This design comes from an exercise in tuning for small area on the open sky130 flow, not from production work.
Function was checked by simulation only, so behaviour that the tests miss may differ from the original.
Power figures rest on the tool's default switching activity, not on a simulated workload.

==> flow/design.v <==
module ram_1r1w_sync
  #(parameter [31:0] width_p = 8
  ,parameter [31:0] depth_p = 512
  /*verilator lint_off UNUSEDPARAM*/
  ,parameter filename_p = "memory_init_file.bin")
  /*verilator lint_on UNUSEDPARAM*/
  (input [0:0] clk_i
  ,input [0:0] reset_i
  ,input [0:0] wr_valid_i
  ,input [width_p-1:0] wr_data_i
  ,input [$clog2(depth_p) - 1 : 0] wr_addr_i
  ,input [0:0] rd_valid_i
  ,input [$clog2(depth_p) - 1 : 0] rd_addr_i
  ,output [width_p-1:0] rd_data_o);
  logic [width_p-1:0] ram [depth_p-1:0];
  logic [width_p-1:0] rd_data_l;
  always_ff @(posedge clk_i) begin
    if (~reset_i && rd_valid_i)
      rd_data_l <= ram[rd_addr_i];
    if (~reset_i && wr_valid_i) 
      ram[wr_addr_i] <= wr_data_i;
  end
  assign rd_data_o = rd_data_l;
endmodule
module delaybuffer
  #(parameter [31:0] width_p = 16
   ,parameter [31:0] delay_p = 64
   )
  (input [0:0] clk_i
  ,input [0:0] reset_i
  ,input [width_p-1:0] data_i
  ,input [0:0] ready_i
  ,input [0:0] valid_i
  ,output [0:0] ready_o 
  ,output [0:0] valid_o 
  ,output [width_p-1:0] data_o 
  );
  logic valid_l;
  assign ready_o = ready_i | ~valid_l;
  logic wr_en;
  assign wr_en = ready_o & valid_i;
  always_ff @(posedge clk_i) begin
    if (reset_i)
      valid_l <= 1'b0;
    else if (ready_o)
      valid_l <= valid_i;
  end
  assign valid_o = valid_l;
  logic [width_p-1:0] sr_r [0:delay_p];
  always_ff @(posedge clk_i) begin
    if (wr_en) begin
      sr_r[0] <= data_i;
      for (int i = 1; i <= delay_p; i++)
        sr_r[i] <= sr_r[i-1];
    end
  end
  assign data_o = sr_r[delay_p];
endmodule
==> flow/run.sh <==
#!/bin/bash
# synth_recipe.tcl (not shown) runs the flow's synth.tcl, then flattens the netlist and writes it again
# the make line also repeats each setting of config.mk as NAME=value (left out here)
make -C /OpenROAD-flow-scripts/flow DESIGN_CONFIG=/design/flow/config.mk WORK_HOME=/design/flow/orfs CLKGATE_MAP_FILE= SYNTH_SCRIPT=/design/flow/synth_recipe.tcl finish
==> flow/config.mk <==
export PLATFORM = sky130hd
export DESIGN_NAME = delaybuffer
export DESIGN_NICKNAME = delaybuffer
export VERILOG_FILES = /design/flow/design.v
export SDC_FILE = /design/flow/constraint.sdc
export NUM_CORES = 4
export LEC_CHECK = 0
export CAP_MARGIN = 20
export CORE_MARGIN = 2
export CORE_UTILIZATION = 70
export CTS_BUF_LIST = sky130_fd_sc_hd__clkbuf_8
export CTS_CLUSTER_DIAMETER = 45
export CTS_CLUSTER_SIZE = 25
export SLEW_MARGIN = 20
==> flow/constraint.sdc <==
create_clock -name core_clock -period 5.0 [get_ports {clk_i}]
set_input_delay 1.0000 -clock core_clock [delete_from_list [all_inputs] [get_ports {clk_i}]]
set_output_delay 1.0000 -clock core_clock [all_outputs]
set_load 0.01 [all_outputs]
==> flow_metrics.tcl, run 1 <==
set metrics [dict create \
    fp.dieW_um 215 \
    grt_pass1_wl_um 47900 \
    wl_um 30400 \
    dieHeight_um 215 \
    met1_length_um 16100 \
    required_ns 4.00 \
    async_flop_share 0 \
    slew_violations 0 \
    wl_met2_um 12200 \
    cts_hold_buf 0 \
    worstPathArrival_ns 2.13 \
    antenna_found_initial 0 \
    ys_warn_count 2 \
    tightestPinTransition_ns 0.752 \
    vias 9609 \
    postCtsSetupBuffers 0 \
    synth_compound_area_frac 0.000280 \
    synthAdderAreaFrac 0 \
    met3_length_um 1220 \
    pre_cts_ws_ns 1.74 \
    drt_pass1_iterations 4 \
    clockBufferDepth 3 \
    synth_top_area_frac 0.998 \
    crit_fanout 3 \
    syn_nets 1065 \
    grt_setup_unrepaired "false" \
    slew_headroom 0.499 \
    synth_ff_type "edfxtp_1" \
    timing.rr.start "valid_l" \
    overflow 0 \
    finalCritPeriodShare 0.625 \
    critPathTopFamily "buffers and inverters" \
    start_util 0.709 \
    critical_path_class "in -> out" \
    setup_viol 0 \
    final.setup_skew_ns 0.0240 \
    drive_above_1_share 0.114 \
    period_needed_ns 3.13 \
    rr_worst_depth 3 \
    muxShareOfSynthArea 0 \
    placed_area_um2 32600 \
    synthTopCellsByArea "edfxtp_1 (100%), dfxtp_1 (0.064%), nand2b_4 (0.044%)" \
    synth_xor_area_frac 0 \
    synth_top_cell_by_area "edfxtp_1" \
    ys_types 6 \
    slowest_delay_ns 0.53 \
    final_area_um2 34200 \
    hold_end "sr_r[40][15]" \
    clk_latency_ns 0.66 \
    r2r_end "sr_r[23][1]" \
    routedWlPerCell_um 16.7 \
    grt_max_degree 151 \
    remaining_drc_errors 0 \
    final.setup.worst_slack_ns 1.87 \
    hold_depth 0 \
    synthCells 1045 \
    fmax_mhz 320 \
    hp-start "sr_r[39][15]" \
    synth_area_um2 31300 \
    multi_input_area_um2 31.3 \
    yosys.cell_count.top_type "edfxtp_1" \
    clockRootBuffer "clkbuf_8" \
    fill_cells 2240 \
    place_inst 1692 \
    instances_no_fill 1818 \
    num_antenna_cells 0 \
    seq_area_um2 31300 \
    crit_path_start_kind "primary input" \
    post_cts_resized 0 \
    path_depth 3 \
    worst-path-buf-inv 2 \
    synth_top_family_by_area "simple AND/OR/NAND/NOR gates" \
    cts_tree "done" \
    outcome "timing/DRC/antenna clean" \
    drv_cap 0 \
    peakVddDrop_v 0.000362 \
    vias_per_cell 5.29 \
    slowest_stage "clkdlybuf4s50_1" \
    hold_viol 0 \
    place_congestion 0.668 \
    grt_pass1_vias 9181 \
    p_per_area_nw_per_um2 439 \
    reg2reg_slack_ns 2.94 \
    port_buffers 37 \
    post_synth.cell_area_avg_um2 29.9 \
    crit_chain "clkdlybuf4s50_1 > nand2b_4 > clkdlybuf4s50_1" \
    ant_nets 0 \
    critical-path-top-cell-by-count "clkdlybuf4s50_1" \
    htree_levels 3 \
    path_clk_slew_ns 0.12 \
    top_layer "met4" \
    seq_area_frac_synth 0.999 \
    syn_to_final_growth_pct 9.43 \
    grt_usage 0.132 \
    synth_edf_count 1040 \
    ys_ff_latch 1041 \
    io_pins 38 \
    hold_class "reg -> reg" \
    rows 77 \
    cts.sinks 1041 \
    p_leak_nw 11.2 \
    worst_setup_path_end_kind "primary output" \
    dpl.hpwl_um 12900 \
    drtIter0Drc 786 \
    cts_made_buffers 72 \
    core_um2 44100 \
    dieArea_um2 46400 \
    synthSimpleGateAreaFrac 0.000720 \
    nets 1194 \
]
-- worst max path at each step --
| stage | slack, ns | from | end |
|---|---|---|---|
| floorplan | -3.78 | ready_i[0] | sr_r[0][0] |
| global placement | 1.78 | ready_i[0] | sr_r[26][7] |
| detailed placement | 1.74 | ready_i[0] | sr_r[64][5] |
| CTS | 1.87 | ready_i[0] | ready_o[0] |
| global route | 1.84 | ready_i[0] | ready_o[0] |
| finish | 1.87 | ready_i[0] | ready_o[0] |
-- cell families after synthesis --
logic type / after synthesis
AOI/OAI and AO/OA: 1
DFF: 1041
and+or+nand+nor: 2
buffers and inverters: 1
-- layout by cell type, fill, tap and decap left out, types with 6 or more instances in the layout --
master | netlist | final
buf_4 | 0 | 9
clkdlybuf4s50_1 | 0 | 37
clkinv_2 | 0 | 6
inv_8 | 0 | 7
edfxtp_1 | 1040 | 1040
buf_12 | 0 | 9
clkbuf_8 | 0 | 73
clkinv_4 | 0 | 8
clkinv_8 | 0 | 7
-- report_power, final --
part / switching (mW) / total [mW] / internal (mW)
combinational: 0.205 / 0.258 / 0.0525
sequential: 0.143 / 10.4 / 10.2
clock: 2.69 / 4.40 / 1.70
-- final cells by class --
class | count | share of cell area
flip-flops and latches | 1041 | 0.913
multi-input cells | 3 | 0.000914
inverters | 1 | 0.000110
clock buffers | 73 | 0.0293
well taps | 592 | 0.0216
clock inverters | 53 | 0.0171
repair buffers | 55 | 0.0181
-- sequential cells by signal (all words and copies together) (netlist names) --
name	count
sr_r	1040
valid_l	1
-- layer usage --
metal	track usage	vias to the layer above
li1	-	4522
met1	0.223	4906
met2	0.169	114
met3	0.0374	67
met4	0.0522	0
met5	0	-
-- per-stage QoR --
step | hold slack, ns | TNS, ns | power [mW] | util
2_1_floorplan | 0.400 | -3934.33 | 10.8 | -
3_3_place_gp | 0.401 | 0 | 10.8 | 0.740
3_5_place_dp | 0.405 | 0 | 10.8 | 0.740
4_1_cts | 0.411 | 0 | 15.3 | 0.776
5_1_grt | 0.407 | 0 | 15.6 | 0.776
6_report | 0.410 | 0 | 15.0 | 0.776
==> inputs of run 2 (changes only) <==
--- a/flow/config.mk
+++ b/flow/config.mk
@@ -11,4 +11,4 @@
 export CTS_BUF_LIST = sky130_fd_sc_hd__clkbuf_8
-export CTS_CLUSTER_DIAMETER = 45
-export CTS_CLUSTER_SIZE = 25
+export CTS_CLUSTER_DIAMETER = 40
+export CTS_CLUSTER_SIZE = 22
 export SLEW_MARGIN = 20
==> flow_metrics.tcl, run 2 <==
set metrics [dict create \
    outcome "timing/DRC/antenna clean" \
    setup_viol 0 \
    pre_cts_ws_ns 1.74 \
    worst_setup_path_end_kind "primary output" \
    top_regs "sr_r x1040, valid_l x1" \
    synth_xor_area_frac 0 \
    htree_levels 3 \
    crit_path_start_kind "primary input" \
    core_um2 44100 \
    p_leak_nw 11.4 \
    path_clk_slew_ns 0.11 \
    slowest_stage "clkdlybuf4s50_1" \
    cts.sinks 1041 \
    muxShareOfSynthArea 0 \
    slowest_delay_ns 0.53 \
    yosys.cell_count.top_type "edfxtp_1" \
    grt_usage 0.137 \
    dpl.hpwl_um 12900 \
    rows 77 \
    syn_nets 1065 \
    p_int_mw 12.6 \
    placed_area_um2 32600 \
    slew_violations 0 \
    hold_viol 0 \
    cts_made_buffers 90 \
    vias_per_cell 5.24 \
    ys_types 6 \
    finalCritPeriodShare 0.626 \
    seq_area_frac_synth 0.999 \
    tightestPinTransition_ns 0.775 \
    period_needed_ns 3.13 \
    synth_edf_count 1040 \
    routedWlPerCell_um 16.8 \
    ys_warn_count 2 \
    clock_power_share 0.331 \
    largest_reg_flops 1040 \
    io_pins 38 \
    vias 9747 \
    antenna_found_initial 0 \
    layout_commonest_cell "edfxtp_1" \
    final_cell_mix "edfxtp_1 (1,040), clkbuf_8 (92), clkdlybuf4s50_1 (37), inv_8 (14), inv_6 (12)" \
    port_buffers 37 \
    hold_ws_ns 0.402 \
    drt_pass1_iterations 4 \
    nets 1212 \
    worstPathArrival_ns 2.13 \
    reg2reg_slack_ns 2.93 \
    syn_to_final_growth_pct 11.1 \
    async_flop_share 0 \
    final_area_um2 34800 \
    synth_area_um2 31300 \
    final.setup.worst_slack_ns 1.87 \
    cts_tree "done" \
    fmax_mhz 320 \
    remaining_drc_errors 0 \
    place_congestion 0.668 \
    final.setup_skew_ns 0.0321 \
    synth_compound_area_frac 0.000280 \
    p_seq_frac 0.653 \
    synthAdderAreaFrac 0 \
    synth_ff_type "edfxtp_1" \
    synth_top_family_by_area "simple AND/OR/NAND/NOR gates" \
    ys_ff_latch 1041 \
    post_cts_resized 0 \
    cts_hold_buf 0 \
    clk_latency_ns 0.69 \
    grt_pass1_wl_um 49200 \
    required_ns 4.00 \
    synthTopCellsByArea "edfxtp_1 (100%), dfxtp_1 (0.064%), nand2b_4 (0.044%)" \
    critPathTopFamily "buffers and inverters" \
    clockRootBuffer "clkbuf_8" \
    ant_nets 0 \
    largest_register "sr_r" \
    synth_top_cell_by_area "edfxtp_1" \
    grt_max_degree 151 \
    postCtsSetupBuffers 0 \
    grt_pass1_vias 9396 \
    power_mw 15.9 \
    dieArea_um2 46400 \
    slew_headroom 0.483 \
    drive_above_1_share 0.141 \
    worst-path-buf-inv 2 \
    crit_chain "clkdlybuf4s50_1 > nand2b_4 > clkdlybuf4s50_1" \
    synthCells 1045 \
    start_util 0.709 \
    drtIter0Drc 856 \
    synthSimpleGateAreaFrac 0.000720 \
    wl_um 31200 \
    num_antenna_cells 0 \
    clockBufferDepth 3 \
    crit_fanout 3 \
    post_synth.cell_area_avg_um2 29.9 \
    drv_cap 0 \
    dieHeight_um 215 \
    peakVddDrop_v 0.000324 \
    fp.dieW_um 215 \
    critical_path_class "in -> out" \
    critical-path-top-cell-by-count "clkdlybuf4s50_1" \
    swShare 0.210 \
    grt_setup_unrepaired "false" \
    switchingPower_mw 3.34 \
    synth_top_area_frac 0.998 \
    overflow 0 \
    p_per_area_nw_per_um2 457 \
    comb_power_share 0.016 \
    hold_class "reg -> reg" \
]
## run 2: cell types whose count changed in the layout (fill, tap and decap cells not counted), sizes merged
cell      before  now
inv           22   34
clkbuf        73   92
clkinv        24   30
clkinvlp       5    6
bufinv         3    6
## run 2: power by group through the flow
stage / logic (mW) / registers [mW] / clock network (mW)
3_5_place_dp: 0.268 / 10.6 / 0
5_1_grt: 0.290 / 10.4 / 5.78
3_3_place_gp: 0.256 / 10.6 / 0
6_report: 0.258 / 10.4 / 5.26
4_1_cts: 0.264 / 10.4 / 5.47
2_1_floorplan: 0.152 / 10.7 / 0
## run 2: layer usage
| metal | part of all wire | global-route usage |
|---|---|---|
| met5 | 0 | 0 |
| met4 | 0.032 | 0.0577 |
| met3 | 0.037 | 0.0383 |
| met2 | 0.40 | 0.171 |
| met1 | 0.53 | 0.232 |
## run 2: area by class of cell
class	instances	area (µm²)
clock buffer	92	1270
fill	2200	9350
inverter	1	3.75
sequential	1041	31300
clock inverter	75	861
multi-input combinational	3	31.3
timing repair buffer	55	618
tap	592	741
## run 2: logic make-up after synthesis
group                  Yosys count
DFF                           1041
and+or+nand+nor                  2
AOI/OAI and AO/OA                1
buffers and inverters            1
## run 2: worst register-to-register path, cell delays in order (launching register included)
cell      delay, ns
dfxtp_1        0.34
nand2b_4       0.09
and2_4         0.51
buf_12         0.61
## run 2: through the flow
step                      utilization  setup TNS (ns)  cells
after floorplan                     -        -3934.33   1045
after global placement          0.740               0   1692
after detailed placement        0.740               0   1692
after CTS                       0.788               0   1859
after global routing            0.788               0   1859
final                           0.788               0   1859
## run 2: final timing paths
check                   start           to  cells after the start
hold reg to reg   sr_r[18][5]  sr_r[19][5]                      0
setup reg to reg      valid_l  sr_r[59][1]                      3
setup / recovery   ready_i[0]   ready_o[0]                      3
hold / removal    sr_r[18][5]  sr_r[19][5]                      0
==> inputs of run 3 (changes only) <==
--- a/flow/config.mk
+++ b/flow/config.mk
@@ -7,3 +7,3 @@
 export LEC_CHECK = 0
-export CAP_MARGIN = 20
+export CAP_MARGIN = 0
 export CORE_MARGIN = 2
@@ -11,4 +11,4 @@
 export CTS_BUF_LIST = sky130_fd_sc_hd__clkbuf_8
-export CTS_CLUSTER_DIAMETER = 40
-export CTS_CLUSTER_SIZE = 22
-export SLEW_MARGIN = 20
+export CTS_CLUSTER_DIAMETER = 60
+export CTS_CLUSTER_SIZE = 20
+export SLEW_MARGIN = 0
==> flow_metrics.tcl, run 3 <==
set metrics [dict create \
    peakVddDrop_v 0.000289 \
    ys_types 6 \
    synthCells 1045 \
    grt_max_degree 151 \
    core_um2 44100 \
    required_ns 4.00 \
    final_util 0.761 \
    layout_commonest_cell "edfxtp_1" \
    htree_levels 2 \
    routedWlPerCell_um 17.0 \
    tightestPinTransition_ns 0.797 \
    clk_latency_ns 0.68 \
    finalCritPeriodShare 0.625 \
    hold_ws_ns 0.414 \
    synth_area_um2 31300 \
    synth_top_area_frac 0.998 \
    rows 77 \
    final_cell_mix "edfxtp_1 (1,040), clkbuf_8 (59), clkdlybuf4s50_1 (37), inv_1 (13)" \
    yosys.cell_count.top_type "edfxtp_1" \
    seq_area_um2 31300 \
    async_flop_share 0 \
    grt_pass1_vias 8987 \
    ys_ff_latch 1041 \
    slew_headroom 0.469 \
    cts_tree "done" \
    p_leak_nw 10.9 \
    antenna_found_initial 0 \
    port_buffers 37 \
    dieArea_um2 46400 \
    fill_cells 2337 \
    worst_setup_path_end_kind "primary output" \
    top_regs "sr_r x1040, valid_l x1" \
    drt_pass1_iterations 5 \
    slew_violations 0 \
    hold_viol 0 \
    syn_nets 1065 \
    nets 1180 \
    start_util 0.709 \
    dieHeight_um 215 \
    vias_per_cell 5.35 \
    setup_viol 0 \
    io_pins 38 \
    grt_setup_unrepaired "false" \
    place_congestion 0.668 \
    fmax_mhz 320 \
    final_area_um2 33600 \
    crit_fanout 3 \
    largest_reg_flops 1040 \
    outcome "timing/DRC/antenna clean" \
    worstPathArrival_ns 2.12 \
    remaining_drc_errors 0 \
    largest_register "sr_r" \
    post_synth.cell_area_avg_um2 29.9 \
    drtIter0Drc 843 \
    num_antenna_cells 0 \
    p_per_area_nw_per_um2 417 \
    ys_warn_count 2 \
    grt_usage 0.130 \
    grt_pass1_wl_um 47400 \
    seq_area_frac_synth 0.999 \
    placed_area_um2 32600 \
    critical_path_class "in -> out" \
    multi_input_area_um2 31.3 \
    cts.sinks 1041 \
    clockBufferDepth 3 \
    cts_hold_buf 0 \
    overflow 0 \
    post_cts_resized 0 \
    wl_um 30100 \
    synth_top_cell_by_area "edfxtp_1" \
    drv_cap 0 \
    synthTopCellsByArea "edfxtp_1 (100%), dfxtp_1 (0.064%), nand2b_4 (0.044%)" \
    ant_nets 0 \
    synth_ff_type "edfxtp_1" \
    period_needed_ns 3.12 \
    final.setup_skew_ns 0.0222 \
    hold_class "reg -> reg" \
    crit_path_start_kind "primary input" \
    fp.dieW_um 215 \
    postCtsSetupBuffers 0 \
    cts_made_buffers 58 \
    dpl.hpwl_um 12900 \
    syn_to_final_growth_pct 7.27 \
    clockRootBuffer "clkbuf_8" \
    vias 9447 \
    synth_edf_count 1040 \
    drive_above_1_share 0.0715 \
    path_clk_slew_ns 0.11 \
]
run 3: cell counts after synthesis:
Identical to the previous run, type by type.
run 3: where the power goes:
group	switching (mW)	internal (mW)	leakage, nW
clock network	2.21	1.14	0.513
registers	0.143	10.2	10.1
logic	0.205	0.0525	0.291
total	2.56	11.4	10.9
run 3: final cells by class:
class | instances | area share
Clock inverter | 16 | 0.00309
Inverter | 1 | 0.000112
Sequential cell | 1041 | 0.931
Tap cell | 592 | 0.0221
Timing Repair Buffer | 55 | 0.0184
Multi-Input combinational cell | 3 | 0.000932
Clock buffer | 59 | 0.0242
run 3: stage by stage:
step / TNS (ns) / instances / power [mW] / worst slack [ns]
final: 0 / 1767 / 14.0 / 1.88
after CTS: 0 / 1767 / 14.2 / 1.87
after global routing: 0 / 1767 / 14.5 / 1.84
after global placement: 0 / 1692 / 10.8 / 1.78
after detailed placement: 0 / 1692 / 10.8 / 1.74
after floorplan: -3934.33 / 1045 / 10.8 / -3.78
run 3: worst paths after layout:
check,from,to,cells past startpoint,slack (ns)
max,ready_i[0],ready_o[0],3,1.88
min,sr_r[49][13],sr_r[50][13],0,0.41
max reg2reg,valid_l,sr_r[10][15],3,2.90
min reg2reg,sr_r[49][13],sr_r[50][13],0,0.41
run 3: cells by family (layout without fill, tap and decap cells):
| kind of cell | after synthesis | after routing | share of synthesized area |
|---|---|---|---|
| simple gates | 2 | 2 | 0.000720 |
| buf+inv | 1 | 131 | 0.000120 |
| flops | 1041 | 1041 | 0.999 |
| compound gates | 1 | 1 | 0.000280 |
run 3: routing by layer:
layer / up-vias / part of all wire / global-route usage
li1: 4427 / - / -
met1: 4827 / 0.54 / 0.225
met2: 134 / 0.40 / 0.166
met3: 59 / 0.043 / 0.0348
met4: 0 / 0.023 / 0.0428
met5: - / 0 / 0
run 3: critical path, cell delays in order:
cell             delay, ns
clkdlybuf4s50_1       0.46
nand2b_4              0.13
clkdlybuf4s50_1       0.53
==> inputs of run 4 (changes only) <==
--- a/flow/config.mk
+++ b/flow/config.mk
@@ -7,3 +7,3 @@
 export LEC_CHECK = 0
-export CAP_MARGIN = 0
+export CAP_MARGIN = 20
 export CORE_MARGIN = 2
@@ -13,2 +13,2 @@
 export CTS_CLUSTER_SIZE = 20
-export SLEW_MARGIN = 0
+export SLEW_MARGIN = 20
==> flow_metrics.tcl, run 4 <==
set metrics [dict create \
    period_needed_ns 3.12 \
    synth_top_cell_by_area "edfxtp_1" \
    power_mw 14.0 \
    start_util 0.709 \
    clk_latency_ns 0.68 \
    hold_depth 0 \
    grt_pass1_wl_um 47400 \
    htree_levels 2 \
    critPathTopFamily "buffers and inverters" \
    p_per_area_nw_per_um2 417 \
    multi_input_area_um2 31.3 \
    outcome "timing/DRC/antenna clean" \
    post_cts_resized 0 \
    ys_types 6 \
    vias 9447 \
    wl_um 30100 \
    grt_setup_unrepaired "false" \
    yosys.cell_count.top_type "edfxtp_1" \
    p_leak_nw 10.9 \
    tns_ns 0 \
    hold_ws_ns 0.414 \
    critical_path_class "in -> out" \
    rows 77 \
    syn_nets 1065 \
    worstPathArrival_ns 2.12 \
    crit_start "ready_i[0]" \
    hp-start "sr_r[49][13]" \
    crit_path_start_kind "primary input" \
    crit_fanout 3 \
    slew_headroom 0.469 \
    slowest_stage "clkdlybuf4s50_1" \
    use_met2 0.166 \
    async_flop_share 0 \
    final.setup_skew_ns 0.0222 \
    synth_compound_area_frac 0.000280 \
    worst-path-buf-inv 2 \
    dieHeight_um 215 \
    synth_xor_area_frac 0 \
    clockBufferDepth 3 \
    synth_ff_type "edfxtp_1" \
    hold_class "reg -> reg" \
    drv_cap 0 \
    critical-path-top-cell-by-count "clkdlybuf4s50_1" \
    post_synth.cell_area_avg_um2 29.9 \
    overflow 0 \
    rr_worst_depth 3 \
    antenna_found_initial 0 \
    slowest_delay_ns 0.53 \
    core_um2 44100 \
    use_met3 0.0348 \
    synthTopCellsByArea "edfxtp_1 (100%), dfxtp_1 (0.064%), nand2b_4 (0.044%)" \
    clockRootBuffer "clkbuf_8" \
    ys_ff_latch 1041 \
    nets 1180 \
    postCtsSetupBuffers 0 \
    syn_to_final_growth_pct 7.27 \
    grt_max_degree 151 \
    tightestPinTransition_ns 0.797 \
    grt_pass1_vias 8987 \
    muxShareOfSynthArea 0 \
    synthSimpleGateAreaFrac 0.000720 \
    hold_viol 0 \
    fmax_mhz 320 \
    seq_area_frac_synth 0.999 \
    place_inst 1692 \
    instances_no_fill 1767 \
    path_clk_slew_ns 0.11 \
    synthAdderAreaFrac 0 \
    worst_setup_path_end_kind "primary output" \
    slew_violations 0 \
    synth_area_um2 31300 \
    synthCells 1045 \
    setup_viol 0 \
    largest_register "sr_r" \
    drive_above_1_share 0.0715 \
    fill_cells 2337 \
    fp.dieW_um 215 \
    drt_pass1_iterations 5 \
    busiest_layer "met1" \
    crit_chain "clkdlybuf4s50_1 > nand2b_4 > clkdlybuf4s50_1" \
    place_congestion 0.668 \
    cts.sinks 1041 \
    ys_warn_count 2 \
    cts_hold_buf 0 \
    vias_per_cell 5.35 \
    ant_nets 0 \
    seq_area_um2 31300 \
    grt_usage 0.130 \
    finalCritPeriodShare 0.625 \
    largest_reg_flops 1040 \
    dieArea_um2 46400 \
    remaining_drc_errors 0 \
    path_depth 3 \
    cts_tree "done" \
    synth_edf_count 1040 \
    required_ns 4.00 \
    port_buffers 37 \
    top_regs "sr_r x1040, valid_l x1" \
    cts_made_buffers 58 \
    layout_commonest_cell "edfxtp_1" \
    synth_top_area_frac 0.998 \
    num_antenna_cells 0 \
    drtIter0Drc 843 \
    final_cell_mix "edfxtp_1 (1,040), clkbuf_8 (59), clkdlybuf4s50_1 (37), inv_1 (13)" \
    io_pins 38 \
    synth_top_family_by_area "simple AND/OR/NAND/NOR gates" \
    peakVddDrop_v 0.000289 \
    routedWlPerCell_um 17.0 \
    dpl.hpwl_um 12900 \
    timing.rr.start "valid_l" \
    gr-usage-met1 0.225 \
]
run 4: worst reg2reg max path, stage by stage (launching register included):
cell and delay, ns:
dfxtp_1 0.35, nand2b_4 0.09, and2_4 0.51, buf_12 0.61
run 4: stage by stage:
| step | instance area, µm² | utilization | setup slack, ns |
|---|---|---|---|
| 3_3_place_gp | 32600 | 0.740 | 1.78 |
| 2_1_floorplan | 31300 | - | -3.78 |
| 5_1_grt | 33600 | 0.761 | 1.84 |
| 6_report | 33600 | 0.761 | 1.88 |
| 4_1_cts | 33600 | 0.761 | 1.87 |
| 3_5_place_dp | 32600 | 0.740 | 1.74 |
run 4: final timing paths:
| kind | to | slack, ns |
|---|---|---|
| max | ready_o[0] | 1.88 |
| min | sr_r[50][13] | 0.41 |
| max reg2reg | sr_r[10][15] | 2.90 |
| min reg2reg | sr_r[50][13] | 0.41 |
run 4: final cells by class:
class,instances,share of cell area
timing repair buffer,55,0.0184
tap,592,0.0221
clock buffer,59,0.0242
multi-input combinational,3,0.000932
sequential,1041,0.931
clock inverter,16,0.00309
inverter,1,0.000112
run 4: kinds of logic after synthesis:
logic type / Yosys count
buffers and inverters: 1
and+or+nand+nor: 2
AOI/OAI and AO/OA: 1
DFF: 1041
run 4: routing by layer:
metal	up-vias	wire [µm]	part of all wire
li1	4427	-	-
met1	4827	16100	0.54
met2	134	12000	0.40
met3	59	1280	0.043
met4	0	706	0.023
met5	-	0	0
run 4: power breakdown:
| group | switching [mW] | total (mW) | internal, mW | leakage [nW] |
|---|---|---|---|---|
| registers | 0.143 | 10.4 | 10.2 | 10.1 |
| logic | 0.205 | 0.258 | 0.0525 | 0.291 |
| clock network | 2.21 | 3.35 | 1.14 | 0.513 |
==> inputs of run 5 (changes only) <==
--- a/flow/config.mk
+++ b/flow/config.mk
@@ -9,3 +9,3 @@
 export CORE_MARGIN = 2
-export CORE_UTILIZATION = 70
+export CORE_UTILIZATION = 75
 export CTS_BUF_LIST = sky130_fd_sc_hd__clkbuf_8
==> flow_metrics.tcl, run 5 <==
set metrics [dict create \
    clk_latency_ns 0.68 \
    slew_violations 0 \
    p_int_mw 11.4 \
    synth_top_cell_by_area "edfxtp_1" \
    tightestPinTransition_ns 0.689 \
    vias_per_cell 5.60 \
    post_synth.cell_area_avg_um2 29.9 \
    swShare 0.184 \
    peakVddDrop_v 0.000319 \
    async_flop_share 0 \
    place_inst 1637 \
    ys_types 6 \
    clockRootBuffer "clkbuf_8" \
    slew_headroom 0.541 \
    grt_usage 0.152 \
    dieHeight_um 208 \
    synth_area_um2 31300 \
    comb_power_share 0.020 \
    dieArea_um2 43400 \
    outcome "timing/DRC/antenna clean" \
    hold_class "reg -> reg" \
    layout_commonest_cell "edfxtp_1" \
    final_cell_mix "edfxtp_1 (1,040), clkbuf_8 (59), clkdlybuf4s50_1 (37), inv_1 (15), buf_12 (13)" \
    crit_fanout 3 \
    yosys.cell_count.top_type "edfxtp_1" \
    worstPathArrival_ns 2.13 \
    synthCells 1045 \
    synthTopCellsByArea "edfxtp_1 (100%), dfxtp_1 (0.064%), nand2b_4 (0.044%)" \
    io_pins 38 \
    start_util 0.763 \
    cts_hold_buf 0 \
    crit_path_start_kind "primary input" \
    grt_pass1_vias 9258 \
    overflow 0 \
    fmax_mhz 319 \
    remaining_drc_errors 0 \
    syn_to_final_growth_pct 7.25 \
    seq_area_frac_synth 0.999 \
    p_seq_frac 0.745 \
    core_um2 41000 \
    port_buffers 37 \
    critical_path_class "in -> out" \
    wl_um 32800 \
    synth_top_area_frac 0.998 \
    switchingPower_mw 2.57 \
    grt_setup_unrepaired "false" \
    hold_viol 0 \
    post_cts_resized 0 \
    drt_pass1_iterations 4 \
    cts_tree "done" \
    cts_made_buffers 58 \
    place_congestion 0.655 \
    finalCritPeriodShare 0.627 \
    fp.dieW_um 208 \
    grt_pass1_wl_um 50200 \
    drv_cap 0 \
    period_needed_ns 3.13 \
    power_mw 14.0 \
    setup_viol 0 \
    final.setup_skew_ns 0.0334 \
    largest_reg_flops 1040 \
    p_leak_nw 10.9 \
    path_clk_slew_ns 0.10 \
    required_ns 4.00 \
    fill_cells 1704 \
    num_antenna_cells 0 \
    ys_ff_latch 1041 \
    htree_levels 2 \
    dpl.hpwl_um 15200 \
    nets 1185 \
    worst_setup_path_end_kind "primary output" \
    ys_warn_count 2 \
    cts.sinks 1041 \
    synth_edf_count 1040 \
    antenna_found_initial 0 \
    drtIter0Drc 918 \
    postCtsSetupBuffers 0 \
    top_regs "sr_r x1040, valid_l x1" \
    grt_max_degree 132 \
    clockBufferDepth 3 \
    drive_above_1_share 0.0743 \
    clock_power_share 0.235 \
    p_per_area_nw_per_um2 416 \
    ant_nets 0 \
    synth_ff_type "edfxtp_1" \
    instances_no_fill 1716 \
    routedWlPerCell_um 19.1 \
    largest_register "sr_r" \
    rows 74 \
    vias 9606 \
    syn_nets 1065 \
]
run 5: cell types whose count changed in the layout (fill, tap and decap cells not counted), sizes merged:
cell	delta
buf	+5
inv	+3
clkinv	+2
bufinv	-1
run 5: layout make-up:
type / instances / area, µm² / area share
clock buffers: 59 / 812 / 0.0242
clock inverters: 20 / 85.1 / 0.00254
repair buffers: 60 / 706 / 0.0210
multi-input cells: 3 / 31.3 / 0.000932
well taps: 532 / 666 / 0.0198
inverters: 1 / 3.75 / 0.000112
flip-flops and latches: 1041 / 31300 / 0.931
run 5: path summary, 6_finish.rpt:
check / startpoint / to / slack [ns] / cells after the start
max reg2reg: valid_l / sr_r[13][6] / 2.87 / 4
max: ready_i[0] / ready_o[0] / 1.87 / 3
min: sr_r[32][13] / sr_r[33][13] / 0.40 / 0
min reg2reg: sr_r[32][13] / sr_r[33][13] / 0.40 / 0
run 5: cell families after synthesis:
logic type | Yosys count | share of synthesized area
buf+inv | 1 | 0.000120
compound gates | 1 | 0.000280
flops | 1041 | 0.999
simple gates | 2 | 0.000720
run 5: critical path, stage by stage:
cell and delay [ns]:
clkdlybuf4s50_1 0.46, nand2b_4 0.13, clkdlybuf4s50_1 0.54
run 5: metal layers:
metal / vias up / share of wire / track usage
met4: 0 / 0.016 / 0.0429
met3: 48 / 0.044 / 0.0350
met2: 169 / 0.45 / 0.220
met5: - / 0 / 0
li1: 4448 / - / -
met1: 4941 / 0.49 / 0.243
run 5: power by group through the flow:
stage / Clock (mW) / Sequential, mW / Combinational, mW
after floorplan: 0 / 10.7 / 0.152
after global placement: 0 / 10.6 / 0.265
after detailed placement: 0 / 10.6 / 0.282
after CTS: 3.45 / 10.4 / 0.277
after global routing: 3.71 / 10.5 / 0.303
final: 3.29 / 10.4 / 0.272
run 5: through the flow:
| stage | TNS (ns) | hold slack (ns) | utilization | setup slack, ns | area (µm²) |
|---|---|---|---|---|---|
| after floorplan | -3934.33 | 0.400 | - | -3.78 | 31300 |
| after global placement | 0 | 0.401 | 0.796 | 1.74 | 32700 |
| after detailed placement | 0 | 0.405 | 0.796 | 1.66 | 32700 |
| after CTS | 0 | 0.400 | 0.818 | 1.86 | 33600 |
| after global routing | 0 | 0.411 | 0.818 | 1.84 | 33600 |
| final | 0 | 0.401 | 0.818 | 1.87 | 33600 |
==> inputs of run 6 (changes only) <==
--- a/flow/config.mk
+++ b/flow/config.mk
@@ -9,5 +9,5 @@
 export CORE_MARGIN = 2
-export CORE_UTILIZATION = 75
+export CORE_UTILIZATION = 70
 export CTS_BUF_LIST = sky130_fd_sc_hd__clkbuf_8
-export CTS_CLUSTER_DIAMETER = 60
+export CTS_CLUSTER_DIAMETER = 80
 export CTS_CLUSTER_SIZE = 20
==> flow_metrics.tcl, run 6 <==
set metrics [dict create \
    synth_top_area_frac 0.998 \
    vias_per_cell 5.33 \
    timing.rr.start "valid_l" \
    slew_violations 0 \
    synth_edf_count 1040 \
    drive_above_1_share 0.0698 \
    cts_tree "done" \
    tightestPinTransition_ns 0.741 \
    seq_area_frac_synth 0.999 \
    nets 1180 \
    clk_latency_ns 0.68 \
    layout_commonest_cell "edfxtp_1" \
    clockRootBuffer "clkbuf_8" \
    path_clk_slew_ns 0.11 \
    dieArea_um2 46400 \
    fill_cells 2339 \
    post_cts_resized 0 \
    slew_headroom 0.506 \
    fp.dieW_um 215 \
    hp-start "sr_r[49][13]" \
    io_pins 38 \
    ys_ff_latch 1041 \
    r2r_end "sr_r[11][15]" \
    drt_pass1_iterations 4 \
    hold_class "reg -> reg" \
    vias 9414 \
    cts.sinks 1041 \
    grt_pass1_vias 9029 \
    synth_top_cell_by_area "edfxtp_1" \
    p_leak_nw 10.9 \
    grt_pass1_wl_um 47400 \
    grt_usage 0.130 \
    async_flop_share 0 \
    top_regs "sr_r x1040, valid_l x1" \
    ant_nets 0 \
    crit_chain "clkdlybuf4s50_1 > nand2b_4 > clkdlybuf4s50_1" \
    routedWlPerCell_um 17.0 \
    pre_cts_ws_ns 1.74 \
    largest_register "sr_r" \
    p_per_area_nw_per_um2 416 \
    port_buffers 37 \
    period_needed_ns 3.12 \
    reg2reg_slack_ns 2.94 \
    synthCells 1045 \
    tns_ns 0 \
    antenna_found_initial 0 \
    multi_input_area_um2 31.3 \
    yosys.cell_count.top_type "edfxtp_1" \
    worstPathArrival_ns 2.12 \
    ys_warn_count 2 \
    overflow 0 \
    num_antenna_cells 0 \
    hold_viol 0 \
    dieHeight_um 215 \
    critical_path_class "in -> out" \
    post_synth.cell_area_avg_um2 29.9 \
    start_util 0.709 \
    hold_end "sr_r[50][13]" \
    rr_worst_depth 3 \
    synth_ff_type "edfxtp_1" \
    hold_ws_ns 0.414 \
    syn_nets 1065 \
    crit_path_start_kind "primary input" \
    critical-path-top-cell-by-count "clkdlybuf4s50_1" \
    dpl.hpwl_um 12900 \
    required_ns 4.00 \
    slowest_stage "clkdlybuf4s50_1" \
    drtIter0Drc 864 \
    wl_um 30100 \
    final_cell_mix "edfxtp_1 (1,040), clkbuf_8 (59), clkdlybuf4s50_1 (37), inv_1 (15)" \
    synthTopCellsByArea "edfxtp_1 (100%), dfxtp_1 (0.064%), nand2b_4 (0.044%)" \
    worst-path-buf-inv 2 \
    slowest_delay_ns 0.53 \
    seq_area_um2 31300 \
    final.setup_skew_ns 0.0219 \
    cts_hold_buf 0 \
    outcome "timing/DRC/antenna clean" \
    cts_made_buffers 58 \
    synth_area_um2 31300 \
    place_congestion 0.668 \
    crit_fanout 3 \
    fmax_mhz 320 \
    syn_to_final_growth_pct 7.19 \
    power_mw 13.9 \
    finalCritPeriodShare 0.625 \
    hold_depth 0 \
    largest_reg_flops 1040 \
    peakVddDrop_v 0.000298 \
    setup_viol 0 \
    core_um2 44100 \
    rows 77 \
    remaining_drc_errors 0 \
    drv_cap 0 \
    htree_levels 2 \
    grt_max_degree 151 \
    worst_setup_path_end_kind "primary output" \
    critPathTopFamily "buffers and inverters" \
    ys_types 6 \
    final_util 0.760 \
    clockBufferDepth 3 \
    postCtsSetupBuffers 0 \
    grt_setup_unrepaired "false" \
    final.setup.worst_slack_ns 1.88 \
]
-- run 6: metrics by stage --
step | instance area (µm²) | instances
floorplan | 31300 | 1045
global placement | 32600 | 1692
detailed placement | 32600 | 1692
CTS | 33500 | 1767
global route | 33500 | 1767
finish | 33500 | 1767
-- run 6: per-layer routing --
layer | track usage | part of all wire
met5 | 0 | 0
met4 | 0.0513 | 0.025
met3 | 0.0283 | 0.037
met1 | 0.223 | 0.53
met2 | 0.168 | 0.41
-- run 6: worst max path at each step --
stage | slack, ns | depth (start not counted) | startpoint | endpoint
final | 1.88 | 3 | ready_i[0] | ready_o[0]
after detailed placement | 1.74 | 5 | ready_i[0] | sr_r[64][5]
after global placement | 1.78 | 5 | ready_i[0] | sr_r[26][7]
after CTS | 1.87 | 3 | ready_i[0] | ready_o[0]
after floorplan | -3.78 | 2 | ready_i[0] | sr_r[0][0]
after global routing | 1.84 | 3 | ready_i[0] | ready_o[0]
-- run 6: kinds of logic after synthesis --
group / synth area share
DFF: 0.999
and+or+nand+nor: 0.000720
AOI/OAI and AO/OA: 0.000280
buffers and inverters: 0.000120
-- run 6: area by class of cell --
class,instances,area share
multi-input cells,3,0.000933
flip-flops and latches,1041,0.932
clock inverters,16,0.00239
clock buffers,59,0.0242
repair buffers,55,0.0184
well taps,592,0.0221
inverters,1,0.000112
-- run 6: report_power, final --
part           switching (mW)  internal [mW]  leakage, nW
Sequential              0.143           10.2         10.1
Clock                    2.21           1.09        0.509
Combinational           0.205         0.0525        0.291
Total                    2.56           11.4         10.9
==> inputs of run 7 (changes only) <==
--- a/flow/config.mk
+++ b/flow/config.mk
@@ -12,3 +12,3 @@
 export CTS_CLUSTER_DIAMETER = 80
-export CTS_CLUSTER_SIZE = 20
+export CTS_CLUSTER_SIZE = 18
 export SLEW_MARGIN = 20
==> flow_metrics.tcl, run 7 <==
set metrics [dict create \
    hp-start "sr_r[3][1]" \
    postCtsSetupBuffers 0 \
    htree_levels 3 \
    worst_setup_path_end_kind "primary output" \
    dpl.hpwl_um 12900 \
    period_needed_ns 3.12 \
    async_flop_share 0 \
    peakVddDrop_v 0.000283 \
    syn_to_final_growth_pct 7.64 \
    final_cell_mix "edfxtp_1 (1,040), clkbuf_8 (73), clkdlybuf4s50_1 (37), buf_12 (9), buf_4 (9)" \
    ys_warn_count 2 \
    largest_reg_flops 1040 \
    outcome "timing/DRC/antenna clean" \
    clk_latency_ns 0.63 \
    synth_top_area_frac 0.998 \
    slowest_stage "clkdlybuf4s50_1" \
    crit_chain "clkdlybuf4s50_1 > nand2b_4 > clkdlybuf4s50_1" \
    final.setup_skew_ns 0.0115 \
    overflow 0 \
    grt_max_degree 151 \
    cts_made_buffers 67 \
    nets 1189 \
    place_congestion 0.668 \
    vias_per_cell 5.35 \
    clockRootBuffer "clkbuf_8" \
    drive_above_1_share 0.0805 \
    num_antenna_cells 0 \
    drtIter0Drc 904 \
    cts.sinks 1041 \
    port_buffers 37 \
    yosys.cell_count.top_type "edfxtp_1" \
    reg2reg_slack_ns 2.92 \
    grt_setup_unrepaired "false" \
    largest_register "sr_r" \
    dieHeight_um 215 \
    syn_nets 1065 \
    path_depth 3 \
    pre_cts_ws_ns 1.74 \
    hold_end "sr_r[4][1]" \
    final_util 0.763 \
    final.setup.worst_slack_ns 1.88 \
    fp.dieW_um 215 \
    drv_cap 0 \
    core_um2 44100 \
    antenna_found_initial 0 \
    grt_usage 0.132 \
    slew_headroom 0.498 \
    seq_area_um2 31300 \
    cts_hold_buf 0 \
    post_cts_resized 0 \
    synth_area_um2 31300 \
    wl_um 30000 \
    worst-path-buf-inv 2 \
    critical-path-top-cell-by-count "clkdlybuf4s50_1" \
    tightestPinTransition_ns 0.754 \
    fill_cells 2346 \
    cts_tree "done" \
    dieArea_um2 46400 \
    hold_viol 0 \
    finalCritPeriodShare 0.625 \
    routedWlPerCell_um 17.0 \
    r2r_end "sr_r[11][15]" \
    multi_input_area_um2 31.3 \
    p_per_area_nw_per_um2 421 \
    grt_pass1_wl_um 47700 \
    grt_pass1_vias 9131 \
    worstPathArrival_ns 2.12 \
    power_mw 14.2 \
    seq_area_frac_synth 0.999 \
    synth_ff_type "edfxtp_1" \
    crit_fanout 3 \
    ys_ff_latch 1041 \
    fmax_mhz 320 \
    slew_violations 0 \
    crit_path_start_kind "primary input" \
    critPathTopFamily "buffers and inverters" \
    synthTopCellsByArea "edfxtp_1 (100%), dfxtp_1 (0.064%), nand2b_4 (0.044%)" \
    timing.rr.start "valid_l" \
    hold_depth 0 \
    rr_worst_depth 3 \
    critical_path_class "in -> out" \
    post_synth.cell_area_avg_um2 29.9 \
    ant_nets 0 \
    drt_pass1_iterations 4 \
    rows 77 \
    top_regs "sr_r x1040, valid_l x1" \
    required_ns 4.00 \
    remaining_drc_errors 0 \
    hold_ws_ns 0.414 \
    synthCells 1045 \
    clockBufferDepth 3 \
    path_clk_slew_ns 0.10 \
    slowest_delay_ns 0.53 \
    crit_start "ready_i[0]" \
    start_util 0.709 \
    ys_types 6 \
    layout_commonest_cell "edfxtp_1" \
    synth_edf_count 1040 \
    p_leak_nw 10.9 \
    setup_viol 0 \
    synth_top_cell_by_area "edfxtp_1" \
    hold_class "reg -> reg" \
    vias 9489 \
    io_pins 38 \
    tns_ns 0 \
]
run 7: layout make-up:
type / count / share of cell area
tap: 592 / 0.0220
inverter: 1 / 0.000111
sequential: 1041 / 0.928
clock buffer: 73 / 0.0298
clock inverter: 7 / 0.000817
timing repair buffer: 55 / 0.0184
multi-input combinational: 3 / 0.000929
run 7: cells by family (layout without fill, tap and decap cells):
group                  Yosys count  after routing  synth area share
flip-flops                    1041           1041             0.999
AO/OA/AOI/OAI                    1              1          0.000280
buffers and inverters            1            136          0.000120
AND/OR/NAND/NOR                  2              2          0.000720
run 7: worst max path at each step:
stage	to	slack [ns]
final	ready_o[0]	1.88
after global routing	ready_o[0]	1.84
after CTS	ready_o[0]	1.87
after detailed placement	sr_r[64][5]	1.74
after global placement	sr_r[26][7]	1.78
after floorplan	sr_r[0][0]	-3.78
run 7: through the flow:
| step | cells | area, µm² |
|---|---|---|
| 3_3_place_gp | 1692 | 32600 |
| 4_1_cts | 1772 | 33700 |
| 2_1_floorplan | 1045 | 31300 |
| 3_5_place_dp | 1692 | 32600 |
| 6_report | 1772 | 33700 |
| 5_1_grt | 1772 | 33700 |
run 7: power by group:
part           switching [mW]  total [mW]  internal, mW
Sequential              0.143        10.4          10.2
Clock                    2.22        3.54          1.32
Combinational           0.206       0.258        0.0525
Total                    2.57        14.2          11.6
run 7: per-layer routing:
layer | vias up | routed length, µm | part of all wire | track usage
met5 | - | 0 | 0 | 0
met4 | 0 | 838 | 0.028 | 0.0634
met3 | 60 | 1120 | 0.037 | 0.0313
met2 | 111 | 12100 | 0.40 | 0.167
met1 | 4871 | 16000 | 0.53 | 0.224
li1 | 4447 | - | - | -
==> inputs of run 8 (changes only) <==
--- a/flow/config.mk
+++ b/flow/config.mk
@@ -12,3 +12,4 @@
 export CTS_CLUSTER_DIAMETER = 80
-export CTS_CLUSTER_SIZE = 18
+export CTS_CLUSTER_SIZE = 20
+export PLACE_DENSITY = 0.8
 export SLEW_MARGIN = 20
==> flow_metrics.tcl, run 8 <==
set metrics [dict create \
    outcome "timing/DRC/antenna clean" \
    finalCritPeriodShare 0.622 \
    clockBufferDepth 3 \
    met1_length_um 15300 \
    postCtsSetupBuffers 0 \
    grt_setup_unrepaired "false" \
    yosys.cell_count.top_type "edfxtp_1" \
    syn_nets 1065 \
    top_regs "sr_r x1040, valid_l x1" \
    setup_viol 0 \
    post_synth.cell_area_avg_um2 29.9 \
    grt_usage 0.126 \
    synth_edf_count 1040 \
    worst-path-buf-inv 2 \
    fmax_mhz 322 \
    drt_pass1_iterations 4 \
    synth_top_area_frac 0.998 \
    antenna_found_initial 0 \
    crit_path_start_kind "primary input" \
    dpl.hpwl_um 12200 \
    largest_reg_flops 1040 \
    clock_power_share 0.238 \
    wl_met2_um 12200 \
    p_int_mw 11.4 \
    pre_cts_ws_ns 1.71 \
    synth_top_cell_by_area "edfxtp_1" \
    largest_register "sr_r" \
    final.setup_skew_ns 0.0201 \
    dieHeight_um 215 \
    synth_area_um2 31300 \
    tns_ns 0 \
    grt_pass1_vias 8963 \
    vias_per_cell 5.38 \
    critical_path_class "in -> out" \
    ys_types 6 \
    drtIter0Drc 917 \
    seq_area_frac_synth 0.999 \
    remaining_drc_errors 0 \
    synthTopCellsByArea "edfxtp_1 (100%), dfxtp_1 (0.064%), nand2b_4 (0.044%)" \
    routedWlPerCell_um 16.6 \
    hold_class "reg -> reg" \
    final_area_um2 33500 \
    cts.sinks 1041 \
    post_cts_resized 0 \
    ys_ff_latch 1041 \
    slowest_stage "clkdlybuf4s50_1" \
    swShare 0.183 \
    async_flop_share 0 \
    clockRootBuffer "clkbuf_8" \
    worstPathArrival_ns 2.11 \
    vias 9486 \
    path_clk_slew_ns 0.11 \
    slew_headroom 0.509 \
    final_cell_mix "edfxtp_1 (1,040), clkbuf_8 (61), clkdlybuf4s50_1 (37), inv_1 (14), buf_4 (9)" \
    synth_ff_type "edfxtp_1" \
    syn_to_final_growth_pct 7.05 \
    crit_chain "clkdlybuf4s50_1 > nand2b_4 > clkdlybuf4s50_1" \
    cts_made_buffers 58 \
    fp.dieW_um 215 \
    layout_commonest_cell "edfxtp_1" \
    cts_hold_buf 0 \
    final.setup.worst_slack_ns 1.89 \
    overflow 0 \
    ant_nets 0 \
    p_leak_nw 10.9 \
    crit_fanout 3 \
    core_um2 44100 \
    io_pins 38 \
    peakVddDrop_v 0.000311 \
    synthCells 1045 \
    port_buffers 37 \
    hold_viol 0 \
    drive_above_1_share 0.0683 \
    worst_setup_path_end_kind "primary output" \
    drv_cap 0 \
    comb_power_share 0.018 \
    ys_warn_count 2 \
    num_antenna_cells 0 \
    fill_cells 2237 \
    critical-path-top-cell-by-count "clkdlybuf4s50_1" \
    wl_um 29300 \
    period_needed_ns 3.11 \
    grt_max_degree 149 \
    clk_latency_ns 0.68 \
    rows 77 \
    switchingPower_mw 2.55 \
    grt_pass1_wl_um 46400 \
    placed_area_um2 32600 \
    critPathTopFamily "buffers and inverters" \
    top_layer "met4" \
    nets 1177 \
    cts_tree "done" \
    tightestPinTransition_ns 0.737 \
    p_seq_frac 0.744 \
    required_ns 4.00 \
    htree_levels 2 \
    met3_length_um 1030 \
    final_util 0.759 \
    place_congestion 0.668 \
    slew_violations 0 \
    p_per_area_nw_per_um2 417 \
    start_util 0.709 \
    dieArea_um2 46400 \
    slowest_delay_ns 0.53 \
]
-- run 8: power by group through the flow --
stage	logic, mW	registers, mW	clock network [mW]
floorplan	0.152	10.7	0
global placement	0.244	10.6	0
detailed placement	0.258	10.6	0
CTS	0.254	10.4	3.50
global route	0.279	10.4	3.76
finish	0.248	10.4	3.33
-- run 8: routing by layer --
layer  track usage  vias to the layer above
met3        0.0259                       57
met5             0                        -
met4        0.0538                        0
met1         0.210                     4866
li1              -                     4430
met2         0.169                      133
-- run 8: area by class of cell --
class	count	area, µm²	area share
repair buffers	52	558	0.0167
well taps	592	741	0.0221
clock inverters	14	68.8	0.00205
clock buffers	61	840	0.0251
inverters	1	3.75	0.000112
multi-input cells	3	31.3	0.000934
flip-flops and latches	1041	31300	0.933
-- run 8: worst paths after layout --
path              slack [ns]           to        start  cells after the start
hold / removal          0.42  sr_r[33][5]  sr_r[32][5]                      0
hold reg to reg         0.42  sr_r[33][5]  sr_r[32][5]                      0
setup reg to reg        2.88  sr_r[0][15]      valid_l                      3
setup / recovery        1.89   ready_o[0]   ready_i[0]                      3
-- run 8: cells by family after synthesis --
| group | after synthesis | share of synthesized area |
|---|---|---|
| flops | 1041 | 0.999 |
| compound gates | 1 | 0.000280 |
| buf+inv | 1 | 0.000120 |
| simple gates | 2 | 0.000720 |
-- run 8: through the flow --
| stage | total power [mW] | instances | hold WS, ns |
|---|---|---|---|
| 3_5_place_dp | 10.8 | 1689 | 0.405 |
| 2_1_floorplan | 10.8 | 1045 | 0.400 |
| 6_report | 14.0 | 1764 | 0.423 |
| 4_1_cts | 14.2 | 1764 | 0.422 |
| 3_3_place_gp | 10.8 | 1689 | 0.400 |
| 5_1_grt | 14.5 | 1764 | 0.428 |
==> inputs of run 9 (changes only) <==
--- a/flow/config.mk
+++ b/flow/config.mk
@@ -9,3 +9,3 @@
 export CORE_MARGIN = 2
-export CORE_UTILIZATION = 70
+export CORE_UTILIZATION = 50
 export CTS_BUF_LIST = sky130_fd_sc_hd__clkbuf_8
@@ -13,3 +13,2 @@
 export CTS_CLUSTER_SIZE = 20
-export PLACE_DENSITY = 0.8
 export SLEW_MARGIN = 20
==> flow_metrics.tcl, run 9 <==
set metrics [dict create \
    outcome "timing/DRC/antenna clean" \
    synth_ff_type "edfxtp_1" \
    dieArea_um2 64600 \
    crit_fanout 3 \
    tightestPinTransition_ns 0.795 \
    final.setup_skew_ns 0.0155 \
    clockRootBuffer "clkbuf_8" \
    ys_types 6 \
    grt_pass1_wl_um 50400 \
    clockBufferDepth 3 \
    cts.sinks 1041 \
    synth_top_area_frac 0.998 \
    required_ns 4.00 \
    ys_warn_count 2 \
    setup_viol 0 \
    ys_ff_latch 1041 \
    cts_hold_buf 0 \
    slew_headroom 0.470 \
    comb_power_share 0.019 \
    seq_area_frac_synth 0.999 \
    layout_commonest_cell "edfxtp_1" \
    cts_made_buffers 58 \
    period_needed_ns 3.12 \
    peakVddDrop_v 0.000210 \
    slew_violations 0 \
    largest_register "sr_r" \
    grt_usage 0.0977 \
    htree_levels 2 \
    num_antenna_cells 0 \
    synth_edf_count 1040 \
    finalCritPeriodShare 0.624 \
    post_synth.cell_area_avg_um2 29.9 \
    start_util 0.506 \
    final_area_um2 34000 \
    synthCells 1045 \
    worstPathArrival_ns 2.12 \
    path_clk_slew_ns 0.11 \
    drt_pass1_iterations 7 \
    p_int_mw 11.5 \
    syn_nets 1065 \
    grt_setup_unrepaired "false" \
    crit_path_start_kind "primary input" \
    synth_top_cell_by_area "edfxtp_1" \
    place_congestion 0.648 \
    fmax_mhz 321 \
    nets 1187 \
    antenna_found_initial 0 \
    placed_area_um2 33000 \
    swShare 0.189 \
    remaining_drc_errors 0 \
    final_cell_mix "edfxtp_1 (1,040), clkbuf_8 (61), clkdlybuf4s50_1 (37), buf_4 (14), inv_1 (13)" \
    clk_latency_ns 0.69 \
    synthTopCellsByArea "edfxtp_1 (100%), dfxtp_1 (0.064%), nand2b_4 (0.044%)" \
    largest_reg_flops 1040 \
    p_leak_nw 10.9 \
    cts_tree "done" \
    vias_per_cell 4.80 \
    drive_above_1_share 0.0778 \
    rows 91 \
    final_util 0.549 \
    port_buffers 37 \
    ant_nets 0 \
    async_flop_share 0 \
    overflow 0 \
    routedWlPerCell_um 15.8 \
    wl_um 31900 \
    syn_to_final_growth_pct 8.56 \
    switchingPower_mw 2.67 \
    postCtsSetupBuffers 0 \
    p_per_area_nw_per_um2 416 \
    clock_power_share 0.247 \
    top_regs "sr_r x1040, valid_l x1" \
    grt_pass1_vias 9431 \
    drtIter0Drc 791 \
    hold_class "reg -> reg" \
    dieHeight_um 254 \
    p_seq_frac 0.734 \
    dpl.hpwl_um 13400 \
    vias 9695 \
    drv_cap 0 \
    critical_path_class "in -> out" \
    yosys.cell_count.top_type "edfxtp_1" \
    synth_area_um2 31300 \
    fp.dieW_um 254 \
    core_um2 61800 \
    power_mw 14.1 \
    hold_viol 0 \
    post_cts_resized 0 \
    grt_max_degree 159 \
    worst_setup_path_end_kind "primary output" \
    io_pins 38 \
]
[run 9: cell counts after synthesis]
No cell type changed its count.
[run 9: worst max-delay path, stage by stage]
cell and delay (ns):
clkdlybuf4s50_1 0.46, nand2b_4 0.13, clkdlybuf4s50_1 0.53
[run 9: path summary, 6_finish.rpt]
path,start,to,slack (ns),depth (start not counted)
hold / removal,sr_r[50][1],sr_r[51][1],0.42,0
setup reg to reg,valid_l,sr_r[8][1],2.87,3
setup / recovery,ready_i[0],ready_o[0],1.88,3
hold reg to reg,sr_r[50][1],sr_r[51][1],0.42,0
[run 9: kinds of logic (layout without fill, tap and decap cells)]
family | after synthesis | count (layout) | synth area share
flip-flops | 1041 | 1041 | 0.999
AND/OR/NAND/NOR | 2 | 2 | 0.000720
AO/OA/AOI/OAI | 1 | 1 | 0.000280
buffers and inverters | 1 | 139 | 0.000120
[run 9: power groups by stage]
| stage | registers [mW] | clock network, mW | logic [mW] |
|---|---|---|---|
| 6_report | 10.4 | 3.49 | 0.271 |
| 5_1_grt | 10.4 | 4.01 | 0.304 |
| 4_1_cts | 10.4 | 3.75 | 0.282 |
| 3_5_place_dp | 10.6 | 0 | 0.283 |
| 3_3_place_gp | 10.6 | 0 | 0.267 |
| 2_1_floorplan | 10.7 | 0 | 0.152 |
[run 9: cell type report]
cell class,count,area [µm²]
well taps,837,1050
flip-flops and latches,1041,31300
repair buffers,62,696
inverters,1,3.75
clock inverters,15,96.3
multi-input cells,3,31.3
fillers,4516,27900
clock buffers,61,840
[run 9: layer usage]
layer  track usage  vias to the layer above  share of wire
li1              -                     4452              -
met1         0.157                     5061           0.53
met2         0.128                      118           0.40
met3        0.0265                       64          0.043
met4        0.0370                        0          0.027
met5             0                        -              0
[run 9: stage by stage]
stage          cells  hold slack, ns  setup slack, ns  setup TNS (ns)
2_1_floorplan   1045           0.400            -3.78        -3934.33
3_3_place_gp    1944           0.400             1.71               0
3_5_place_dp    1944           0.405             1.66               0
4_1_cts         2020           0.420             1.87               0
5_1_grt         2020           0.430             1.85               0
6_report        2020           0.420             1.88               0
==> inputs of run 10 (changes only) <==
--- a/flow/config.mk
+++ b/flow/config.mk
@@ -9,3 +9,3 @@
 export CORE_MARGIN = 2
-export CORE_UTILIZATION = 50
+export CORE_UTILIZATION = 60
 export CTS_BUF_LIST = sky130_fd_sc_hd__clkbuf_8
@@ -13,2 +13,3 @@
 export CTS_CLUSTER_SIZE = 20
+export GPL_TIMING_DRIVEN = 0
 export SLEW_MARGIN = 20
==> flow_metrics.tcl, run 10 <==
set metrics [dict create \
    yosys.cell_count.top_type "edfxtp_1" \
    finalCritPeriodShare 0.926 \
    tightestPinTransition_ns 0.372 \
    clockBufferDepth 3 \
    slew_headroom 0.752 \
    place_inst 1781 \
    synthCells 1045 \
    dieArea_um2 54000 \
    routedWlPerCell_um 17.5 \
    ys_ff_latch 1041 \
    grt_setup_unrepaired "false" \
    rr_worst_depth 14 \
    slew_violations 0 \
    instances_no_fill 1868 \
    top_layer "met4" \
    hold_class "reg -> reg" \
    r2r_end "sr_r[18][1]" \
    drtIter0Drc 832 \
    timing.rr.start "valid_l" \
    clk_latency_ns 0.68 \
    synth_edf_count 1040 \
    p_per_area_nw_per_um2 413 \
    place_congestion 0.652 \
    cts.sinks 1041 \
    fmax_mhz 216 \
    htree_levels 2 \
    wl_um 32700 \
    grt_usage 0.122 \
    port_buffers 37 \
    nets 1193 \
    hold_ws_ns 0.421 \
    peakVddDrop_v 0.000291 \
    antenna_found_initial 0 \
    wl_met2_um 13200 \
    dieHeight_um 232 \
    drv_cap 0 \
    syn_to_final_growth_pct 9.39 \
    crit_chain "clkdlybuf4s50_1 > nand2b_4 > and2_4 > buf_16 > buf_16 > buf_16 > buf_16 > buf_16 > buf_16 > buf_16 > buf_16 > buf_16 > buf_16 > buf_16 > bufbuf_16" \
    hold_end "sr_r[3][15]" \
    slowest_stage "clkdlybuf4s50_1" \
    critical-path-top-cell-by-count "buf_16" \
    syn_nets 1065 \
    drive_above_1_share 0.0808 \
    tns_ns 0 \
    top_regs "sr_r x1040, valid_l x1" \
    crit_fanout 73 \
    synthTopCellsByArea "edfxtp_1 (100%), dfxtp_1 (0.064%), nand2b_4 (0.044%)" \
    worst_setup_path_end_kind "flop" \
    final.setup_skew_ns 0.0162 \
    hp-start "sr_r[2][15]" \
    required_ns 5.40 \
    synth_top_area_frac 0.998 \
    remaining_drc_errors 0 \
    p_leak_nw 11.2 \
    met3_length_um 1330 \
    path_clk_slew_ns 0.11 \
    vias 9845 \
    period_needed_ns 4.63 \
    dpl.hpwl_um 13800 \
    hold_depth 0 \
    layout_commonest_cell "edfxtp_1" \
    final_util 0.666 \
    hold_viol 0 \
    synth_area_um2 31300 \
    fp.dieW_um 232 \
    synth_ff_type "edfxtp_1" \
    reg2reg_slack_ns 0.84 \
    worstPathArrival_ns 5.03 \
    ant_nets 0 \
    io_pins 38 \
    seq_area_frac_synth 0.999 \
    met1_length_um 17400 \
    cts_hold_buf 0 \
    clockRootBuffer "clkbuf_8" \
    rows 83 \
    fill_cells 3150 \
    start_util 0.609 \
    largest_register "sr_r" \
    cts_made_buffers 58 \
    drt_pass1_iterations 4 \
    outcome "timing/DRC/antenna clean" \
    core_um2 51400 \
    power_mw 14.1 \
    ys_types 6 \
    grt_pass1_vias 9573 \
    crit_path_start_kind "primary input" \
    async_flop_share 0 \
    setup_viol 0 \
    vias_per_cell 5.27 \
    num_antenna_cells 0 \
    overflow 0 \
    largest_reg_flops 1040 \
    critical_path_class "in -> reg" \
    grt_pass1_wl_um 52000 \
    ys_warn_count 2 \
    slowest_delay_ns 0.45 \
    cts_tree "done" \
    grt_max_degree 68 \
    post_synth.cell_area_avg_um2 29.9 \
    synth_top_cell_by_area "edfxtp_1" \
    final_cell_mix "edfxtp_1 (1,040), clkbuf_8 (61), clkdlybuf4s50_1 (37), buf_16 (15), inv_1 (14)" \
]
-- run 10: cell counts after synthesis --
No cell type changed its count.
-- run 10: how the worst max path moves through the flow --
stage / startpoint / end / slack [ns] / cells past startpoint
finish: ready_i[0] / sr_r[18][1] / 0.37 / 15
global route: ready_i[0] / sr_r[18][1] / 0.06 / 15
CTS: ready_i[0] / sr_r[18][1] / 0.02 / 16
detailed placement: ready_i[0] / sr_r[63][1] / -1.96 / 17
global placement: ready_i[0] / sr_r[64][1] / -5.87 / 3
floorplan: ready_i[0] / sr_r[0][0] / -3.78 / 2
-- run 10: where the power goes --
part,switching (mW),internal [mW],total (mW)
combinational,0.226,0.118,0.344
sequential,0.140,10.2,10.4
clock,2.28,1.12,3.40
total,2.65,11.5,14.1
-- run 10: area by class of cell --
| cell class | instances | area, µm² | area share |
|---|---|---|---|
| inverters | 1 | 3.75 | 0.000110 |
| well taps | 680 | 851 | 0.0249 |
| flip-flops and latches | 1041 | 31300 | 0.913 |
| repair buffers | 67 | 1170 | 0.0342 |
| clock inverters | 14 | 68.8 | 0.00201 |
| multi-input cells | 4 | 38.8 | 0.00113 |
| clock buffers | 61 | 840 | 0.0245 |
-- run 10: worst max-delay path, delay by kind of cell --
| family | cells | cell delay, ns |
|---|---|---|
| and+or+nand+nor | 2 | 0.33 |
| buffers and inverters | 13 | 3.59 |
-- run 10: kinds of logic (layout without fill, tap and decap cells) --
group,Yosys count,after routing,share of synthesized area
DFF,1041,1041,0.999
and+or+nand+nor,2,3,0.000720
AOI/OAI and AO/OA,1,1,0.000280
buffers and inverters,1,143,0.000120
-- run 10: what timing repair did --
action | 4_1_cts | 5_1_grt
setup buffers | 0 | 3
endpoints found under the setup margin | 224 | 65
cloned | 11 | 0
resized for setup | 4 | 0
-- run 10: routing by layer --
metal / vias to the layer above / global-route usage
li1: 4479 / -
met1: 5173 / 0.208
met2: 139 / 0.155
met3: 54 / 0.0313
met5: - / 0
met4: 0 / 0.0397
-- run 10: through the flow --
step | setup WS [ns] | cell area, µm²
6_report | 0.371 | 34200
5_1_grt | 0.0557 | 34200
2_1_floorplan | -3.78 | 31300
3_5_place_dp | -1.96 | 33000
4_1_cts | 0.0177 | 34200
3_3_place_gp | -5.87 | 32500
==> inputs of run 11 (changes only) <==
--- a/flow/config.mk
+++ b/flow/config.mk
@@ -13,3 +13,2 @@
 export CTS_CLUSTER_SIZE = 20
-export GPL_TIMING_DRIVEN = 0
 export SLEW_MARGIN = 20
==> flow_metrics.tcl, run 11 <==
set metrics [dict create \
    critical_path_class "in -> out" \
    syn_to_final_growth_pct 7.37 \
    swShare 0.186 \
    worstPathArrival_ns 2.12 \
    async_flop_share 0 \
    final_cell_mix "edfxtp_1 (1,040), clkbuf_8 (61), clkdlybuf4s50_1 (37), inv_1 (14), buf_12 (7)" \
    drt_pass1_iterations 5 \
    p_leak_nw 10.8 \
    instances_no_fill 1849 \
    wl_um 30000 \
    drive_above_1_share 0.0659 \
    dpl.hpwl_um 11800 \
    dieArea_um2 54000 \
    clk_latency_ns 0.67 \
    slew_headroom 0.457 \
    grt_pass1_wl_um 47600 \
    slew_violations 0 \
    remaining_drc_errors 0 \
    p_per_area_nw_per_um2 417 \
    postCtsSetupBuffers 0 \
    nets 1174 \
    final_area_um2 33600 \
    seq_area_um2 31300 \
    cts_hold_buf 0 \
    synth_edf_count 1040 \
    p_seq_frac 0.741 \
    crit_fanout 3 \
    vias_per_cell 5.12 \
    start_util 0.609 \
    layout_commonest_cell "edfxtp_1" \
    reg2reg_slack_ns 2.88 \
    seq_area_frac_synth 0.999 \
    ys_ff_latch 1041 \
    path_clk_slew_ns 0.10 \
    vias 9467 \
    routedWlPerCell_um 16.2 \
    yosys.cell_count.top_type "edfxtp_1" \
    htree_levels 2 \
    cts_made_buffers 58 \
    place_inst 1774 \
    dieHeight_um 232 \
    fp.dieW_um 232 \
    port_buffers 37 \
    outcome "timing/DRC/antenna clean" \
    grt_pass1_vias 8896 \
    tightestPinTransition_ns 0.814 \
    finalCritPeriodShare 0.623 \
    p_int_mw 11.4 \
    antenna_found_initial 0 \
    overflow 0 \
    largest_register "sr_r" \
    synth_top_area_frac 0.998 \
    cts_tree "done" \
    drv_cap 0 \
    grt_max_degree 166 \
    place_congestion 0.631 \
    num_antenna_cells 0 \
    comb_power_share 0.018 \
    core_um2 51400 \
    grt_usage 0.111 \
    grt_setup_unrepaired "false" \
    clockBufferDepth 3 \
    required_ns 4.00 \
    hold_viol 0 \
    fmax_mhz 321 \
    period_needed_ns 3.12 \
    hold_ws_ns 0.412 \
    final.setup_skew_ns 0.0241 \
    final_util 0.653 \
    peakVddDrop_v 0.000273 \
    post_synth.cell_area_avg_um2 29.9 \
    syn_nets 1065 \
    fill_cells 3267 \
    hold_class "reg -> reg" \
    synth_ff_type "edfxtp_1" \
    multi_input_area_um2 31.3 \
    synth_top_cell_by_area "edfxtp_1" \
    crit_path_start_kind "primary input" \
    setup_viol 0 \
    ys_warn_count 2 \
    ant_nets 0 \
    drtIter0Drc 963 \
    clockRootBuffer "clkbuf_8" \
    worst_setup_path_end_kind "primary output" \
    io_pins 38 \
    switchingPower_mw 2.61 \
    placed_area_um2 32700 \
    cts.sinks 1041 \
    top_regs "sr_r x1040, valid_l x1" \
    ys_types 6 \
    synthCells 1045 \
    post_cts_resized 0 \
    synth_area_um2 31300 \
    clock_power_share 0.241 \
    synthTopCellsByArea "edfxtp_1 (100%), dfxtp_1 (0.064%), nand2b_4 (0.044%)" \
    largest_reg_flops 1040 \
    rows 83 \
]
==> run 11: stage by stage <==
stage | setup WS (ns) | total power [mW] | setup TNS (ns)
final | 1.88 | 14.0 | 0
after global routing | 1.87 | 14.6 | 0
after CTS | 1.88 | 14.3 | 0
after detailed placement | 1.70 | 10.8 | 0
after global placement | 1.73 | 10.8 | 0
after floorplan | -3.78 | 10.8 | -3934.33
==> run 11: cells by family (layout without fill, tap and decap cells) <==
group           count (synthesis)  count (layout)  synth area share
flops                        1041            1041             0.999
simple gates                    2               2          0.000720
buf+inv                         1             125          0.000120
compound gates                  1               1          0.000280
==> run 11: final timing paths <==
path	start	endpoint	cells after the start
min	sr_r[7][11]	sr_r[8][11]	0
max	ready_i[0]	ready_o[0]	3
max reg2reg	valid_l	sr_r[7][11]	3
min reg2reg	sr_r[7][11]	sr_r[8][11]	0
==> run 11: metal layers <==
layer / global-route usage / part of all wire / vias to the layer above
li1: - / - / 4418
met5: 0 / 0 / -
met4: 0.0501 / 0.031 / 0
met1: 0.189 / 0.53 / 4869
met3: 0.0253 / 0.040 / 65
met2: 0.137 / 0.40 / 115
==> run 11: critical path, cell delays in order <==
cell	delay [ns]
clkdlybuf4s50_1	0.45
nand2b_4	0.13
clkdlybuf4s50_1	0.54
==> run 11: area by class of cell <==
| cell class | count | area share |
|---|---|---|
| inverters | 1 | 0.000112 |
| multi-input cells | 3 | 0.000931 |
| well taps | 680 | 0.0253 |
| clock buffers | 61 | 0.0250 |
| clock inverters | 14 | 0.00205 |
| repair buffers | 49 | 0.0163 |
| flip-flops and latches | 1041 | 0.930 |
==> run 11: power by group through the flow <==
stage,registers [mW],clock network [mW],logic (mW)
floorplan,10.7,0,0.152
detailed placement,10.6,0,0.261
global route,10.4,3.89,0.280
finish,10.4,3.38,0.250
global placement,10.6,0,0.248
CTS,10.4,3.62,0.257
